This is an optimization exercise on Yosys and OpenROAD, whose aim is small area and a short achievable clock period, not a production implementation.
Where RTL was checked, it was by simulation tests only, not by an equivalence proof against the original.

==> v37: inputs <==
## Matrix_Multiplication
module Matrix_Multiplication (
  input clk, reset,
  input [7:0] a1, a2, a3, a4, b1, b2, b3, b4,
  output [16:0] c1, c2, c3, c4, c5, c6, c7, c8, c9, c10, c11, c12, c13, c14, c15, c16
);
Settings: LEC_CHECK=0, CAP_MARGIN=20, CORE_MARGIN=2, CORE_UTILIZATION=40, SETUP_SLACK_MARGIN=2.3, SLEW_MARGIN=20, SYNTH_HIERARCHICAL=1, SYNTH_MINIMUM_KEEP_SIZE=0; clock period 6.5 ns.
standard.sh (not shown) runs the stock make flow with config.mk's settings and CLKGATE_MAP_FILE= SYNTH_SCRIPT=/design/flow/synth_recipe.tcl, a recipe that flattens the netlist after the stock synthesis.
==> flow/flow/run.sh <==
#!/bin/bash
set -uo pipefail
export BUFFER_PORTS_ARGS="-buffer_cell sky130_fd_sc_hd__buf_1"
export CTS_ARGS="-sink_clustering_enable -repair_clock_nets -sink_clustering_size 24 -sink_clustering_max_diameter 150"
bash standard.sh > flow_standard.log 2>&1
==> inputs of v21, as changes to v37 <==
--- a/flow/config.mk
+++ b/flow/config.mk
@@ -8,7 +8,7 @@
 export CAP_MARGIN = 20
 export CORE_MARGIN = 2
 export CORE_UTILIZATION = 40
-export SETUP_SLACK_MARGIN = 2.3
+export SETUP_SLACK_MARGIN = 2.0
 export SLEW_MARGIN = 20
 export SYNTH_HIERARCHICAL = 1
 export SYNTH_MINIMUM_KEEP_SIZE = 0
==> impl_results.md <==
- Critical path fanouts, max: 3
- Clock-cell share of area: 1.397%
- CP cell instances: nor2_1 > ha_1 > fa_1 > fa_2 > fa_2 > fa_2 > ha_2 > or2_4 > ha_4 > o211ai_1 > nand2_1 > a41o_1 > nand2_1 > nand2_1 > ha_2 > nor2_2 > xnor2_1
- Reg2Reg Launch Point: ad1_3[0]
- Required time worst endpoint: 7030 ps
- CTS Buf Count: 23
- Footprint of the multi-input gates: 0.03035 sq mm
- Status: no timing/DRC/antenna violations
- Fillers: 10258
- Non-clk buf share: 5.029%
- Slowest cell on crit path: dfstp_2
- Met2 wire length: 56670 microns
- Share of post-route cells with drive strength above 1: 11.86%
- Routability Congestion: 0.8677
- Reg area: 0.01203 sq mm
- Clk latency of the worst-skew pair: 630 ps
- First-pass GRT wire length: 183200 microns
-- figures above: v21

==> impl_results.md <==
- Slowest cell on crit path: dfstp_4
- CTS Buf Count: 24
- Clk latency of the worst-skew pair: 620 ps
- Routability Congestion: 0.8613
- Critical path fanouts, max: 4
- Met2 wire length: 57450 microns
- Required time worst endpoint: 7040 ps
- Clock-cell share of area: 1.479%
- Non-clk buf share: 5.097%
- Share of post-route cells with drive strength above 1: 20.52%
- Status: no timing/DRC/antenna violations
- Footprint of the multi-input gates: 0.03202 sq mm
- Fillers: 10060
- Reg2Reg Launch Point: ad1_2[3]
-- figures above: v37

Function was not checked in any run of this note: the RTL went through the layout flow alone.

* * *

==> inputs of try-nickel <==
Another version of the RTL of Matrix_Multiplication (not shown whole).
clock: 6.5 ns
lec_check: 0
cap_margin: 20
core_margin: 2
core_utilization: 40
setup_slack_margin: 2.0
slew_margin: 20
synth_hierarchical: 1
synth_minimum_keep_size: 0
==> flow/flow/run.sh <==
#!/bin/bash
set -uo pipefail
export BUFFER_PORTS_ARGS="-buffer_cell sky130_fd_sc_hd__buf_1"
bash standard.sh > flow_standard.log 2>&1
==> try-amber: changes against try-nickel <==
--- a/flow/design.v
+++ b/flow/design.v
@@ -837,16 +837,130 @@
   wire k184;
   mm_fa u184 (.a(k152), .b(s153), .c(k182), .s(s183), .co(k184));
   wire s185;
   wire k186;
   mm_fa u186 (.a(k154), .b(s155), .c(k184), .s(s185), .co(k186));
   wire [11:0] cx = {out_c[16], out_c[15], s175, s173, s171, s169, s167, s165, s163, s161, s159, s157};
   wire [11:0] cy = {1'b0, k176, k174, k172, k170, k168, k166, k164, k162, k160, k158, k156};
-  wire [11:0] cs = cx + cy + k186;
-  wire [16:0] sum = {cs[11], cs[10], cs[9], cs[8], cs[7], cs[6], cs[5], cs[4], cs[3], cs[2], cs[1], cs[0], s185, s183, s181, s179, s177};
+  wire s187;
+  wire k188;
+  mm_ha u188 (.a(s157), .b(k156), .s(s187), .co(k188));
+  wire s189;
+  wire k190;
+  mm_ha u190 (.a(s159), .b(k158), .s(s189), .co(k190));
+  wire s191;
+  wire k192;
+  mm_ha u192 (.a(s161), .b(k160), .s(s191), .co(k192));
+  wire s193;
+  wire k194;
+  mm_ha u194 (.a(s163), .b(k162), .s(s193), .co(k194));
+  wire s195;
+  wire k196;
+  mm_ha u196 (.a(s165), .b(k164), .s(s195), .co(k196));
+  wire s197;
+  wire k198;
+  mm_ha u198 (.a(s167), .b(k166), .s(s197), .co(k198));
+  wire s199;
+  wire k200;
+  mm_ha u200 (.a(s169), .b(k168), .s(s199), .co(k200));
+  wire s201;
+  wire k202;
+  mm_ha u202 (.a(s171), .b(k170), .s(s201), .co(k202));
+  wire s203;
+  wire k204;
+  mm_ha u204 (.a(s173), .b(k172), .s(s203), .co(k204));
+  wire s205;
+  wire k206;
+  mm_ha u206 (.a(s175), .b(k174), .s(s205), .co(k206));
+  wire s207;
+  wire k208;
+  mm_ha u208 (.a(out_c[15]), .b(k176), .s(s207), .co(k208));
+  wire g209;
+  assign g209 = k188 | (s187 & k186);
+  wire g210;
+  assign g210 = k190 | (s189 & g209);
+  wire p211;
+  assign p211 = s189 & s187;
+  wire g212;
+  assign g212 = k194 | (s193 & k192);
+  wire p213;
+  assign p213 = s193 & s191;
+  wire g214;
+  assign g214 = k198 | (s197 & k196);
+  wire p215;
+  assign p215 = s197 & s195;
+  wire g216;
+  assign g216 = k202 | (s201 & k200);
+  wire p217;
+  assign p217 = s201 & s199;
+  wire g218;
+  assign g218 = k206 | (s205 & k204);
+  wire p219;
+  assign p219 = s205 & s203;
+  wire g220;
+  assign g220 = 1'b0 | (out_c[16] & k208);
+  wire p221;
+  assign p221 = out_c[16] & s207;
+  wire g222;
+  assign g222 = k192 | (s191 & g210);
+  wire p223;
+  assign p223 = s191 & p211;
+  wire g224;
+  assign g224 = g212 | (p213 & g210);
+  wire p225;
+  assign p225 = p213 & p211;
+  wire g226;
+  assign g226 = k200 | (s199 & g214);
+  wire p227;
+  assign p227 = s199 & p215;
+  wire g228;
+  assign g228 = g216 | (p217 & g214);
+  wire p229;
+  assign p229 = p217 & p215;
+  wire g230;
+  assign g230 = k208 | (s207 & g218);
+  wire p231;
+  assign p231 = s207 & p219;
+  wire g232;
+  assign g232 = g220 | (p221 & g218);
+  wire p233;
+  assign p233 = p221 & p219;
+  wire g234;
+  assign g234 = k196 | (s195 & g224);
+  wire p235;
+  assign p235 = s195 & p225;
+  wire g236;
+  assign g236 = g214 | (p215 & g224);
+  wire p237;
+  assign p237 = p215 & p225;
+  wire g238;
+  assign g238 = g226 | (p227 & g224);
+  wire p239;
+  assign p239 = p227 & p225;
+  wire g240;
+  assign g240 = g228 | (p229 & g224);
+  wire p241;
+  assign p241 = p229 & p225;
+  wire g242;
+  assign g242 = k204 | (s203 & g240);
+  wire p243;
+  assign p243 = s203 & p241;
+  wire g244;
+  assign g244 = g218 | (p219 & g240);
+  wire p245;
+  assign p245 = p219 & p241;
+  wire g246;
+  assign g246 = g230 | (p231 & g240);
+  wire p247;
+  assign p247 = p231 & p241;
+  wire g248;
+  assign g248 = g232 | (p233 & g240);
+  wire p249;
+  assign p249 = p233 & p241;
+  wire [16:0] sum = {(out_c[16] ^ g246), (s207 ^ g244), (s205 ^ g242), (s203 ^ g240), (s201 ^ g238), (s199 ^ g236), (s197 ^ g234), (s195 ^ g224), (s193 ^ g222), (s191 ^ g210), (s189 ^ g209), (s187 ^ k186), s185, s183, s181, s179, s177};
   always @(posedge clk or posedge reset) begin
     if (reset)
       out_c <= 17'b0;
     else
       out_c <= sum;
   end
 endmodule
==> flow/config.mk (replaced) <==
export PLATFORM = sky130hd
export DESIGN_NAME = Matrix_Multiplication
export DESIGN_NICKNAME = Matrix_Multiplication
export VERILOG_FILES = /design/flow/design.v
export SDC_FILE = /design/flow/constraint.sdc
export NUM_CORES = 4
export LEC_CHECK = 0
export ABC_CLOCK_PERIOD_IN_PS = 3000
export CAP_MARGIN = 20
export CORE_MARGIN = 2
export CORE_UTILIZATION = 40
export SETUP_SLACK_MARGIN = 2.0
export SLEW_MARGIN = 20
export SYNTH_HIERARCHICAL = 1
export SYNTH_MINIMUM_KEEP_SIZE = 0
==> run summary <==
quantity                                                                       try-amber               try-nickel
Count of non-CTS inverters in the layout                                              17                       53
Number of resized instances in the post-cts repair step                               35                       12
Share of the synthesized area in compound gates (AO/OA/AOI/OAI)                    4.64%                    6.59%
Combined area of all synthesized cells                                      0.0440 sq mm             0.0452 sq mm
Synthesis-to-finish area growth                                                    13.1%                    12.7%
Average via count per standard cell                                                 5.14                     5.16
Synthesized area per cell                                                     12.8 sq um               12.7 sq um
Clock tree skew after final layout                                             0.0141 ns                0.0234 ns
CTS H-tree lvls                                                                        2                        3
Synthesized netlist net count                                                       4729                     4801
Plain + repair buffers                                                               392                      364
Final cell area excluding filler cells                                      0.0498 sq mm             0.0509 sq mm
Actual transition at the worst max-transition pin                                1.08 ns                 0.973 ns
Run status                                                       complete, no violations  complete, no violations
Pin count of the biggest net entering global routing                                 143                      108
Number of DRC violations after detailed-routing iteration 0                         1189                     1287
Nature of the critical path startpoint                                         flip-flop               input port
Standard cell area after detailed placement                                 0.0470 sq mm             0.0483 sq mm
Critical path fanouts, max                                                             4                        9
Worst hold slack                                                                0.444 ns                 0.471 ns
Final cell utilization of the core                                                 45.7%                    45.4%
Detailed-route wire length on metal 1                                           46800 um                 48600 um
Sequential share of cell area                                                      23.4%                    22.9%
Function not checked in try-nickel: the RTL went through the layout flow alone.

* * *

==> zinc <==
Another version of the RTL of Matrix_Multiplication (not shown whole).
Settings: LEC_CHECK=0, CAP_MARGIN=20, CORE_MARGIN=2, CORE_UTILIZATION=40, SETUP_SLACK_MARGIN=2.1, SLEW_MARGIN=20, SYNTH_HIERARCHICAL=1, SYNTH_MINIMUM_KEEP_SIZE=0; clock period 6.5 ns.
==> flow/flow/run.sh <==
#!/bin/bash
set -uo pipefail
export BUFFER_PORTS_ARGS="-buffer_cell sky130_fd_sc_hd__buf_1"
export CTS_ARGS="-sink_clustering_enable -repair_clock_nets -sink_clustering_size 24 -sink_clustering_max_diameter 150"
bash standard.sh > flow_standard.log 2>&1
==> inputs of lagoon, as changes to zinc <==
- SETUP_SLACK_MARGIN: 2.1 -> 2.15
==> inputs of harbor, as changes to zinc <==
==> flow/flow/run.sh (replaced) <==
#!/bin/bash
set -uo pipefail
export BUFFER_PORTS_ARGS="-buffer_cell sky130_fd_sc_hd__buf_1"
export CTS_ARGS="-sink_clustering_enable -repair_clock_nets -sink_clustering_size 20 -sink_clustering_max_diameter 130"
bash standard.sh > flow_standard.log 2>&1
==> inputs of fjord, as changes to zinc <==
- CORE_UTILIZATION: 40 -> 50
==> comparison table <==
| metric | lagoon | harbor | fjord | zinc |
|---|---|---|---|---|
| Multi-input gate share of the layout cell area | 63.39% | 63.27% | 64.12% | 63.40% |
| Placer congestion estimate | 0.8965 | 0.8761 | 0.8605 | 0.8761 |
| Average via count per standard cell | 4.999 | 5.019 | 5.330 | 5.032 |
| Total global routing track utilization | 20.79% | 21.04% | 25.26% | 21.02% |
| Minimum clock period after layout | 4281 ps | 4316 ps | 4438 ps | 4276 ps |
| Fraction of final layout cells sized beyond drive strength 1 | 9.822% | 8.931% | 8.685% | 9.115% |
| Finished Cell Area | 48,400 sq um | 48,120 sq um | 47,520 sq um | 48,050 sq um |
| Number of cells upsized or downsized after cts | 117 | 87 | 80 | 92 |
| Result of the run | finished clean | finished clean | finished clean | finished clean |
| Global routing met2 resource utilization | 33.68% | 35.35% | 42.39% | 35.49% |
| DPL Wire Length | 95.59 mm | 96.78 mm | 91.13 mm | 96.78 mm |
| Nets@finish | 5,493 | 5,478 | 5,477 | 5,485 |

* * *

==> build 6: inputs <==
Matrix_Multiplication, a different RTL version from the one above (not shown whole).
==> flow/config.mk <==
export PLATFORM = sky130hd
export DESIGN_NAME = Matrix_Multiplication
export DESIGN_NICKNAME = Matrix_Multiplication
export VERILOG_FILES = /design/flow/design.v
export SDC_FILE = /design/flow/constraint.sdc
export NUM_CORES = 4
export LEC_CHECK = 0
export CAP_MARGIN = 20
export CORE_MARGIN = 2
export CORE_UTILIZATION = 40
export SETUP_SLACK_MARGIN = 2.0
export SLEW_MARGIN = 20
export SYNTH_HIERARCHICAL = 1
export SYNTH_MINIMUM_KEEP_SIZE = 0
==> flow/constraint.sdc <==
create_clock -name core_clock -period 6.5 [get_ports {clk}]
set_input_delay 1.3000 -clock core_clock [delete_from_list [all_inputs] [get_ports {clk}]]
set_output_delay 1.3000 -clock core_clock [all_outputs]
set_load 0.01 [all_outputs]
==> flow/flow/run.sh <==
#!/bin/bash
set -uo pipefail
export BUFFER_PORTS_ARGS="-buffer_cell sky130_fd_sc_hd__buf_1"
bash standard.sh > flow_standard.log 2>&1
==> build 69 (differences from build 6) <==
--- a/flow/design.v
+++ b/flow/design.v
@@ -829,22 +829,22 @@
   mm_ha u178 (.a(out_c[0]), .b(pp1), .s(s177), .co(k178));
   wire s179;
   wire k180;
   mm_fa u180 (.a(pp9), .b(k178), .c(s149), .s(s179), .co(k180));
   wire s181;
   wire k182;
   mm_fa u182 (.a(k150), .b(k180), .c(s151), .s(s181), .co(k182));
-  wire [13:0] cx = {out_c[16], out_c[15], s175, s173, s171, s169, s167, s165, s163, s161, s159, s157, s155, s153};
-  wire [13:0] cy = {1'b0, k176, k174, k172, k170, k168, k166, k164, k162, k160, k158, k156, k154, k152};
   wire s183;
   wire k184;
-  mm_ha u184 (.a(s153), .b(k152), .s(s183), .co(k184));
+  mm_fa u184 (.a(k152), .b(s153), .c(k182), .s(s183), .co(k184));
   wire s185;
   wire k186;
-  mm_ha u186 (.a(s155), .b(k154), .s(s185), .co(k186));
+  mm_fa u186 (.a(k154), .b(s155), .c(k184), .s(s185), .co(k186));
+  wire [11:0] cx = {out_c[16], out_c[15], s175, s173, s171, s169, s167, s165, s163, s161, s159, s157};
+  wire [11:0] cy = {1'b0, k176, k174, k172, k170, k168, k166, k164, k162, k160, k158, k156};
   wire s187;
   wire k188;
   mm_ha u188 (.a(s157), .b(k156), .s(s187), .co(k188));
   wire s189;
   wire k190;
   mm_ha u190 (.a(s159), .b(k158), .s(s189), .co(k190));
   wire s191;
@@ -871,116 +871,96 @@
   wire s205;
   wire k206;
   mm_ha u206 (.a(s175), .b(k174), .s(s205), .co(k206));
   wire s207;
   wire k208;
   mm_ha u208 (.a(out_c[15]), .b(k176), .s(s207), .co(k208));
   wire g209;
-  assign g209 = k184 | (s183 & k182);
+  assign g209 = k188 | (s187 & k186);
   wire g210;
-  assign g210 = k186 | (s185 & g209);
+  assign g210 = k190 | (s189 & g209);
   wire p211;
-  assign p211 = s185 & s183;
+  assign p211 = s189 & s187;
   wire g212;
-  assign g212 = k190 | (s189 & k188);
+  assign g212 = k194 | (s193 & k192);
   wire p213;
-  assign p213 = s189 & s187;
+  assign p213 = s193 & s191;
   wire g214;
-  assign g214 = k194 | (s193 & k192);
+  assign g214 = k198 | (s197 & k196);
   wire p215;
-  assign p215 = s193 & s191;
+  assign p215 = s197 & s195;
   wire g216;
-  assign g216 = k198 | (s197 & k196);
+  assign g216 = k202 | (s201 & k200);
   wire p217;
-  assign p217 = s197 & s195;
+  assign p217 = s201 & s199;
   wire g218;
-  assign g218 = k202 | (s201 & k200);
+  assign g218 = k206 | (s205 & k204);
   wire p219;
-  assign p219 = s201 & s199;
+  assign p219 = s205 & s203;
   wire g220;
-  assign g220 = k206 | (s205 & k204);
+  assign g220 = 1'b0 | (out_c[16] & k208);
   wire p221;
-  assign p221 = s205 & s203;
+  assign p221 = out_c[16] & s207;
   wire g222;
-  assign g222 = 1'b0 | (out_c[16] & k208);
+  assign g222 = k192 | (s191 & g210);
   wire p223;
-  assign p223 = out_c[16] & s207;
+  assign p223 = s191 & p211;
   wire g224;
-  assign g224 = k188 | (s187 & g210);
+  assign g224 = g212 | (p213 & g210);
   wire p225;
-  assign p225 = s187 & p211;
+  assign p225 = p213 & p211;
   wire g226;
-  assign g226 = g212 | (p213 & g210);
+  assign g226 = k200 | (s199 & g214);
   wire p227;
-  assign p227 = p213 & p211;
+  assign p227 = s199 & p215;
   wire g228;
-  assign g228 = k196 | (s195 & g214);
+  assign g228 = g216 | (p217 & g214);
   wire p229;
-  assign p229 = s195 & p215;
+  assign p229 = p217 & p215;
   wire g230;
-  assign g230 = g216 | (p217 & g214);
+  assign g230 = k208 | (s207 & g218);
   wire p231;
-  assign p231 = p217 & p215;
+  assign p231 = s207 & p219;
   wire g232;
-  assign g232 = k204 | (s203 & g218);
+  assign g232 = g220 | (p221 & g218);
   wire p233;
-  assign p233 = s203 & p219;
+  assign p233 = p221 & p219;
   wire g234;
-  assign g234 = g220 | (p221 & g218);
+  assign g234 = k196 | (s195 & g224);
   wire p235;
-  assign p235 = p221 & p219;
+  assign p235 = s195 & p225;
   wire g236;
-  assign g236 = k192 | (s191 & g226);
+  assign g236 = g214 | (p215 & g224);
   wire p237;
-  assign p237 = s191 & p227;
+  assign p237 = p215 & p225;
   wire g238;
-  assign g238 = g214 | (p215 & g226);
+  assign g238 = g226 | (p227 & g224);
   wire p239;
-  assign p239 = p215 & p227;
+  assign p239 = p227 & p225;
   wire g240;
-  assign g240 = g228 | (p229 & g226);
+  assign g240 = g228 | (p229 & g224);
   wire p241;
-  assign p241 = p229 & p227;
+  assign p241 = p229 & p225;
   wire g242;
-  assign g242 = g230 | (p231 & g226);
+  assign g242 = k204 | (s203 & g240);
   wire p243;
-  assign p243 = p231 & p227;
+  assign p243 = s203 & p241;
   wire g244;
-  assign g244 = k208 | (s207 & g234);
+  assign g244 = g218 | (p219 & g240);
   wire p245;
-  assign p245 = s207 & p235;
+  assign p245 = p219 & p241;
   wire g246;
-  assign g246 = g222 | (p223 & g234);
+  assign g246 = g230 | (p231 & g240);
   wire p247;
-  assign p247 = p223 & p235;
+  assign p247 = p231 & p241;
   wire g248;
-  assign g248 = k200 | (s199 & g242);
+  assign g248 = g232 | (p233 & g240);
   wire p249;
-  assign p249 = s199 & p243;
-  wire g250;
-  assign g250 = g218 | (p219 & g242);
-  wire p251;
-  assign p251 = p219 & p243;
-  wire g252;
-  assign g252 = g232 | (p233 & g242);
-  wire p253;
-  assign p253 = p233 & p243;
-  wire g254;
-  assign g254 = g234 | (p235 & g242);
-  wire p255;
-  assign p255 = p235 & p243;
-  wire g256;
-  assign g256 = g244 | (p245 & g242);
-  wire p257;
-  assign p257 = p245 & p243;
-  wire g258;
-  assign g258 = g246 | (p247 & g242);
-  wire p259;
-  assign p259 = p247 & p243;
-  wire [16:0] sum = {(out_c[16] ^ g256), (s207 ^ g254), (s205 ^ g252), (s203 ^ g250), (s201 ^ g248), (s199 ^ g242), (s197 ^ g240), (s195 ^ g238), (s193 ^ g236), (s191 ^ g226), (s189 ^ g224), (s187 ^ g210), (s185 ^ g209), (s183 ^ k182), s181, s179, s177};
+  assign p249 = p233 & p241;
+  wire [16:0] sum = {(out_c[16] ^ g246), (s207 ^ g244), (s205 ^ g242), (s203 ^ g240), (s201 ^ g238), (s199 ^ g236), (s197 ^ g234), (s195 ^ g224), (s193 ^ g222), (s191 ^ g210), (s189 ^ g209), (s187 ^ k186), s185, s183, s181, s179, s177};
   always @(posedge clk or posedge reset) begin
     if (reset)
       out_c <= 17'b0;
     else
       out_c <= sum;
   end
 endmodule
--- a/flow/config.mk
+++ b/flow/config.mk
@@ -4,11 +4,11 @@
 export VERILOG_FILES = /design/flow/design.v
 export SDC_FILE = /design/flow/constraint.sdc
 export NUM_CORES = 4
 export LEC_CHECK = 0
 export CAP_MARGIN = 20
 export CORE_MARGIN = 2
 export CORE_UTILIZATION = 40
-export SETUP_SLACK_MARGIN = 2.0
+export SETUP_SLACK_MARGIN = 1.8
 export SLEW_MARGIN = 20
 export SYNTH_HIERARCHICAL = 1
 export SYNTH_MINIMUM_KEEP_SIZE = 0
==> build 95 (differences from build 6) <==
--- a/flow/design.v
+++ b/flow/design.v
@@ -829,22 +829,22 @@
   mm_ha u178 (.a(out_c[0]), .b(pp1), .s(s177), .co(k178));
   wire s179;
   wire k180;
   mm_fa u180 (.a(pp9), .b(k178), .c(s149), .s(s179), .co(k180));
   wire s181;
   wire k182;
   mm_fa u182 (.a(k150), .b(k180), .c(s151), .s(s181), .co(k182));
-  wire [13:0] cx = {out_c[16], out_c[15], s175, s173, s171, s169, s167, s165, s163, s161, s159, s157, s155, s153};
-  wire [13:0] cy = {1'b0, k176, k174, k172, k170, k168, k166, k164, k162, k160, k158, k156, k154, k152};
   wire s183;
   wire k184;
-  mm_ha u184 (.a(s153), .b(k152), .s(s183), .co(k184));
+  mm_fa u184 (.a(k152), .b(s153), .c(k182), .s(s183), .co(k184));
   wire s185;
   wire k186;
-  mm_ha u186 (.a(s155), .b(k154), .s(s185), .co(k186));
+  mm_fa u186 (.a(k154), .b(s155), .c(k184), .s(s185), .co(k186));
+  wire [11:0] cx = {out_c[16], out_c[15], s175, s173, s171, s169, s167, s165, s163, s161, s159, s157};
+  wire [11:0] cy = {1'b0, k176, k174, k172, k170, k168, k166, k164, k162, k160, k158, k156};
   wire s187;
   wire k188;
   mm_ha u188 (.a(s157), .b(k156), .s(s187), .co(k188));
   wire s189;
   wire k190;
   mm_ha u190 (.a(s159), .b(k158), .s(s189), .co(k190));
   wire s191;
@@ -871,116 +871,96 @@
   wire s205;
   wire k206;
   mm_ha u206 (.a(s175), .b(k174), .s(s205), .co(k206));
   wire s207;
   wire k208;
   mm_ha u208 (.a(out_c[15]), .b(k176), .s(s207), .co(k208));
   wire g209;
-  assign g209 = k184 | (s183 & k182);
+  assign g209 = k188 | (s187 & k186);
   wire g210;
-  assign g210 = k186 | (s185 & g209);
+  assign g210 = k190 | (s189 & g209);
   wire p211;
-  assign p211 = s185 & s183;
+  assign p211 = s189 & s187;
   wire g212;
-  assign g212 = k190 | (s189 & k188);
+  assign g212 = k194 | (s193 & k192);
   wire p213;
-  assign p213 = s189 & s187;
+  assign p213 = s193 & s191;
   wire g214;
-  assign g214 = k194 | (s193 & k192);
+  assign g214 = k198 | (s197 & k196);
   wire p215;
-  assign p215 = s193 & s191;
+  assign p215 = s197 & s195;
   wire g216;
-  assign g216 = k198 | (s197 & k196);
+  assign g216 = k202 | (s201 & k200);
   wire p217;
-  assign p217 = s197 & s195;
+  assign p217 = s201 & s199;
   wire g218;
-  assign g218 = k202 | (s201 & k200);
+  assign g218 = k206 | (s205 & k204);
   wire p219;
-  assign p219 = s201 & s199;
+  assign p219 = s205 & s203;
   wire g220;
-  assign g220 = k206 | (s205 & k204);
+  assign g220 = 1'b0 | (out_c[16] & k208);
   wire p221;
-  assign p221 = s205 & s203;
+  assign p221 = out_c[16] & s207;
   wire g222;
-  assign g222 = 1'b0 | (out_c[16] & k208);
+  assign g222 = k192 | (s191 & g210);
   wire p223;
-  assign p223 = out_c[16] & s207;
+  assign p223 = s191 & p211;
   wire g224;
-  assign g224 = k188 | (s187 & g210);
+  assign g224 = g212 | (p213 & g210);
   wire p225;
-  assign p225 = s187 & p211;
+  assign p225 = p213 & p211;
   wire g226;
-  assign g226 = g212 | (p213 & g210);
+  assign g226 = k200 | (s199 & g214);
   wire p227;
-  assign p227 = p213 & p211;
+  assign p227 = s199 & p215;
   wire g228;
-  assign g228 = k196 | (s195 & g214);
+  assign g228 = g216 | (p217 & g214);
   wire p229;
-  assign p229 = s195 & p215;
+  assign p229 = p217 & p215;
   wire g230;
-  assign g230 = g216 | (p217 & g214);
+  assign g230 = k208 | (s207 & g218);
   wire p231;
-  assign p231 = p217 & p215;
+  assign p231 = s207 & p219;
   wire g232;
-  assign g232 = k204 | (s203 & g218);
+  assign g232 = g220 | (p221 & g218);
   wire p233;
-  assign p233 = s203 & p219;
+  assign p233 = p221 & p219;
   wire g234;
-  assign g234 = g220 | (p221 & g218);
+  assign g234 = k196 | (s195 & g224);
   wire p235;
-  assign p235 = p221 & p219;
+  assign p235 = s195 & p225;
   wire g236;
-  assign g236 = k192 | (s191 & g226);
+  assign g236 = g214 | (p215 & g224);
   wire p237;
-  assign p237 = s191 & p227;
+  assign p237 = p215 & p225;
   wire g238;
-  assign g238 = g214 | (p215 & g226);
+  assign g238 = g226 | (p227 & g224);
   wire p239;
-  assign p239 = p215 & p227;
+  assign p239 = p227 & p225;
   wire g240;
-  assign g240 = g228 | (p229 & g226);
+  assign g240 = g228 | (p229 & g224);
   wire p241;
-  assign p241 = p229 & p227;
+  assign p241 = p229 & p225;
   wire g242;
-  assign g242 = g230 | (p231 & g226);
+  assign g242 = k204 | (s203 & g240);
   wire p243;
-  assign p243 = p231 & p227;
+  assign p243 = s203 & p241;
   wire g244;
-  assign g244 = k208 | (s207 & g234);
+  assign g244 = g218 | (p219 & g240);
   wire p245;
-  assign p245 = s207 & p235;
+  assign p245 = p219 & p241;
   wire g246;
-  assign g246 = g222 | (p223 & g234);
+  assign g246 = g230 | (p231 & g240);
   wire p247;
-  assign p247 = p223 & p235;
+  assign p247 = p231 & p241;
   wire g248;
-  assign g248 = k200 | (s199 & g242);
+  assign g248 = g232 | (p233 & g240);
   wire p249;
-  assign p249 = s199 & p243;
-  wire g250;
-  assign g250 = g218 | (p219 & g242);
-  wire p251;
-  assign p251 = p219 & p243;
-  wire g252;
-  assign g252 = g232 | (p233 & g242);
-  wire p253;
-  assign p253 = p233 & p243;
-  wire g254;
-  assign g254 = g234 | (p235 & g242);
-  wire p255;
-  assign p255 = p235 & p243;
-  wire g256;
-  assign g256 = g244 | (p245 & g242);
-  wire p257;
-  assign p257 = p245 & p243;
-  wire g258;
-  assign g258 = g246 | (p247 & g242);
-  wire p259;
-  assign p259 = p247 & p243;
-  wire [16:0] sum = {(out_c[16] ^ g256), (s207 ^ g254), (s205 ^ g252), (s203 ^ g250), (s201 ^ g248), (s199 ^ g242), (s197 ^ g240), (s195 ^ g238), (s193 ^ g236), (s191 ^ g226), (s189 ^ g224), (s187 ^ g210), (s185 ^ g209), (s183 ^ k182), s181, s179, s177};
+  assign p249 = p233 & p241;
+  wire [16:0] sum = {(out_c[16] ^ g246), (s207 ^ g244), (s205 ^ g242), (s203 ^ g240), (s201 ^ g238), (s199 ^ g236), (s197 ^ g234), (s195 ^ g224), (s193 ^ g222), (s191 ^ g210), (s189 ^ g209), (s187 ^ k186), s185, s183, s181, s179, s177};
   always @(posedge clk or posedge reset) begin
     if (reset)
       out_c <= 17'b0;
     else
       out_c <= sum;
   end
 endmodule
==> summary of the runs <==
Build 69 finished with timing, DRC and antenna clean. Build 6 went through all stages and came out clean. Build 95 completed without violations. In sequential cell count, build 6 and build 69 do not differ. Final cell count: build 69 < build 95 < build 6. In build 6 the area after synthesis is higher than in build 95, by about 2.5%.
The RTL of build 6 was laid out without a check of its function.

[afterwards: timing with drivers on the ports]
In the flow no input, the clock included, has a driving cell. The finished layouts below were timed again as built, in two steps. Step 1 assumes that a clkbuf_16 drives the clock port and a buf_2 every other input. Step 2 times the ports against the registers' clock, not the clock port: input delays grow and output delays shrink by t, the midpoint of the rising clock arrivals with the driver on. a / b / c = ideal ports / drivers / drivers and shift; a / b = the first two.
run	shift t [ns]	slack for setup (ns)	worst data-port slew with drivers (ns)
v37	0.682	2.148 / 2.148 / 1.770	0.12
v21	0.690	2.031 / 2.031 / 1.593	0.12
try-nickel	0.704	2.095 / 2.144 / 1.439	0.05
try-amber	0.726	2.141 / 2.141 / 1.506	0.06
zinc	0.690	2.224 / 2.223 / 1.533	0.12
lagoon	0.694	2.219 / 2.219 / 1.612	0.12
harbor	0.713	2.184 / 2.184 / 1.505	0.13
fjord	0.666	2.062 / 2.062 / 1.572	0.13
build 6	0.700	2.134 / 2.156 / 1.471	0.12
build 69	0.726	1.959 / 1.959 / 1.371	0.06
build 95	0.726	2.141 / 2.141 / 1.506	0.06
After both steps setup and hold are still met in every run listed. For zinc, which loses most, drivers alone change the setup slack by -0.001 ns; drivers and shift together by -0.691 ns.
